Background: an optimization exercise with open tools, aiming at small area. Do not read the settings as production practice.
Function was checked by simulation only, so behaviour that the tests miss may differ from the original.
Power and IR drop assume default switching activity.

Design rangesensor, start of the top module:
module rangesensor (
   input  wire        clk,
   input  wire        rst,
   input  wire        rx,
   input  wire [1:0]  echo,
   output wire        tx,
   output wire [1:0]  trigger,
   output wire [13:0] segments,
   output wire [7:0]  digit_num
);
wire [15:0] digits0, digits1;
wire [7:0]  range0, range1;
reg rst_d;    
reg rst_d2;   
always @(posedge clk) begin
   rst_d  <= rst;
   rst_d2 <= rst_d;
end
uart uart_inst (.clk(clk), .rst(rst), .range0(range0), .range1(range1), .tx(tx));
ranging_module ch0 (.clk(clk), .rst(rst), .rst_d(rst_d), .rst_d2(rst_d2), .echo(echo[0]), .trigger(trigger[0]),
                    .digits(digits0), .range(range0));
ranging_module ch1 (.clk(clk), .rst(rst), .rst_d(rst_d), .rst_d2(rst_d2), .echo(echo[1]), .trigger(trigger[1]),
                    .digits(digits1), .range(range1));
reg  [15:0] div;
wire        strob = div[0] & div[2] & ~div[4] & div[5] & ~div[6] & div[7] & div[8] &
                    div[9] & div[11] & div[12] & ~div[13] & ~div[14] & div[15];
reg  [1:0]  sel_d;                                        
wire [1:0]  sel = rst_d ? 2'd3 : sel_d + {1'b0, strob};  
always @(posedge clk) begin
   if (rst_d)
      div <= ~16'd3853;
   else if (strob)
      div <= ~16'd7706;
   else
      div <= {div[14:0], ~(div[15] ^ div[6])};
   sel_d <= sel;
end
wire [3:0] dn = {~(sel == 2'd3), ~(sel == 2'd2), ~(sel == 2'd1), ~(sel == 2'd0)};
assign digit_num = {dn, dn};
indicator ind0 (.clk(clk), .rst(rst), .rst_d(rst_d), .sel(sel_d), .digits(digits0),
                .segments(segments[6:0]));
indicator ind1 (.clk(clk), .rst(rst), .rst_d(rst_d), .sel(sel_d), .digits(digits1),
                .segments(segments[13:7]));
endmodule
Size in the first run: roughly 810 cells after synthesis, about 210 flip-flops, about 30 I/O pins, ~7600 um2 of cells after synthesis.
Settings: LEC_CHECK=0, CAP_MARGIN=20, CORE_MARGIN=2, CORE_UTILIZATION=40, CTS_BUF_LIST=sky130_fd_sc_hd__clkbuf_8, CTS_CLUSTER_DIAMETER=80, CTS_CLUSTER_SIZE=18, GPL_TIMING_DRIVEN=0, SLEW_MARGIN=20; clock period 20.0 ns.
standard.sh (not shown) runs the stock make flow with config.mk's settings and CLKGATE_MAP_FILE= SYNTH_SCRIPT=/design/flow/synth_recipe.tcl, a recipe that flattens the netlist after the stock synthesis.
==> flow/flow/run.sh <==
#!/bin/bash
# Layout flow: the standard flow (standard.sh: the same ORFS make targets
# and settings) with three changes:
#  - synthesis maps the logic with an area-oriented ABC script
#    (flow/abc_area.script) instead of ORFS's speed script; Yosys maps the
#    registers before ABC runs, so they are the standard synthesis's;
#  - CTS does not insert dummy loads (CTS_ARGS, otherwise ORFS's arguments);
#  - every input and output port is buffered with buf_1.
# Output of the make run: flow.log; each ORFS step logs under orfs/logs/.
set -euo pipefail
W=$(pwd)
{
  head -n 1 synth_recipe.tcl
  cat <<EOT
proc abc {args} {
  set i [lsearch \$args -script]
  if {\$i >= 0} { lset args [expr {\$i + 1}] $W/flow/abc_area.script }
  yosys abc {*}\$args
}
EOT
  tail -n +2 synth_recipe.tcl
} > my_synth.tcl
CTS_ARGS="-sink_clustering_enable -repair_clock_nets -dont_use_dummy_load -buf_list sky130_fd_sc_hd__clkbuf_4 -sink_clustering_size 10 -sink_clustering_max_diameter 50"
sed -e "s#SYNTH_SCRIPT=[^ ]*synth_recipe\.tcl#SYNTH_SCRIPT=$W/my_synth.tcl#" \
    -e "s#\"\${@:-finish}\"#'CTS_ARGS=$CTS_ARGS' 'BUFFER_PORTS_ARGS=-buffer_cell sky130_fd_sc_hd__buf_1' \"\${@:-finish}\"#" \
    standard.sh > my_standard.sh
grep -q "SYNTH_SCRIPT=$W/my_synth.tcl" my_standard.sh
grep -q "dont_use_dummy_load" my_standard.sh
bash my_standard.sh > flow.log 2>&1
==> flow/flow/abc_area.script <==
strash
dch
amap
strash
dch
amap
strash
dch
amap
strash
dch
amap
strash
dch
amap
strash
dch
amap
topo
The starting point finished with timing, DRC and antenna clean.
==> next run, changes <==
Settings changed: CTS_BUF_LIST sky130_fd_sc_hd__clkbuf_8 to sky130_fd_sc_hd__clkbuf_4, CTS_CLUSTER_DIAMETER 80 to 50, CTS_CLUSTER_SIZE 18 to 10, GPL_TIMING_DRIVEN 0 to default.
Critical path depth goes down by 1.
Count of clock-buffer cells in the layout is unchanged.
Global-route usage is about the same.
Maximum frequency goes down by a few percent.
Worst setup slack got worse by 0.23 ns.
Flip-flop and latch count stays the same.
Cell area goes down slightly.
Total power is about the same.
==> next run, changes <==
--- a/flow/flow/run.sh
+++ b/flow/flow/run.sh
@@ -22,3 +22,3 @@
 } > my_synth.tcl
-CTS_ARGS="-sink_clustering_enable -repair_clock_nets -dont_use_dummy_load -buf_list sky130_fd_sc_hd__clkbuf_4 -sink_clustering_size 10 -sink_clustering_max_diameter 50"
+CTS_ARGS="-sink_clustering_enable -repair_clock_nets -dont_use_dummy_load -buf_list sky130_fd_sc_hd__clkbuf_8 -sink_clustering_size 18 -sink_clustering_max_diameter 80 -sink_clustering_levels 1"
 sed -e "s#SYNTH_SCRIPT=[^ ]*synth_recipe\.tcl#SYNTH_SCRIPT=$W/my_synth.tcl#" \
Settings changed: CTS_BUF_LIST sky130_fd_sc_hd__clkbuf_4 to sky130_fd_sc_hd__clkbuf_8, CTS_CLUSTER_DIAMETER 50 to 80, CTS_CLUSTER_SIZE 10 to 18.
Result: Die area does not change; synthesized area is unchanged; count of clock-buffer cells in the layout shrinks by 10; power went up by 1.3%; fmax increases by 1.9%; sequential cell count stays the same; final cell count came out lower by 1.0%; worst hold slack is worse by 0.015 ns.
==> next run, changes <==
--- a/flow/flow/run.sh
+++ b/flow/flow/run.sh
@@ -22,3 +22,3 @@
 } > my_synth.tcl
-CTS_ARGS="-sink_clustering_enable -repair_clock_nets -dont_use_dummy_load -buf_list sky130_fd_sc_hd__clkbuf_8 -sink_clustering_size 18 -sink_clustering_max_diameter 80 -sink_clustering_levels 1"
+CTS_ARGS="-sink_clustering_enable -repair_clock_nets -dont_use_dummy_load -buf_list sky130_fd_sc_hd__clkbuf_4 -sink_clustering_size 10 -sink_clustering_max_diameter 50"
 sed -e "s#SYNTH_SCRIPT=[^ ]*synth_recipe\.tcl#SYNTH_SCRIPT=$W/my_synth.tcl#" \
Settings changed: CORE_UTILIZATION 40 to 60, CTS_BUF_LIST sky130_fd_sc_hd__clkbuf_8 to sky130_fd_sc_hd__clkbuf_4, CTS_CLUSTER_DIAMETER 80 to 50, CTS_CLUSTER_SIZE 18 to 10, PLACE_DENSITY from default to 0.8.
=> The new run completed with no timing, DRC or antenna violations. Register-to-register slack gets worse by 0.11 ns. Clock power drops by about 7%. Core utilization climbs by 21 points. Combinational power barely changes.

[port drivers added, routing unchanged]
How much do the figures lean on ideal ports? The routed layouts below were timed once more, with nothing changed but the port constraints. Step 1, drivers: a clkbuf_16 drives clk and a buf_2 each remaining input, both assumed. Step 2 times the ports against the registers' clock, not the clock port: input delays grow and output delays shrink by t, the midpoint of the rising clock arrivals with the driver on. a / b / c = ideal / step 1 / step 2; a / b = the first two.
| run | t, ns | setup slack, ns | hold WS [ns] | worst setup path after step 2 | pins driven straight from the clock port |
|---|---|---|---|---|---|
| the first run | 0.654 | 13.020 / 12.984 / 13.321 | 0.378 / 0.378 / 0.378 | input to register | 1 |
| the second run | 0.645 | 12.789 / 12.750 / 13.394 | 0.372 / 0.372 / 0.372 | register to output | 1 |
| the third run | 0.525 | 12.923 / 12.881 / 13.406 | 0.358 / 0.358 / 0.358 | register to output | 1 |
| the fourth run | 0.618 | 12.786 / 12.754 / 13.372 | 0.386 / 0.386 / 0.386 | register to output | 1 |
After both steps every run listed still meets setup and hold.
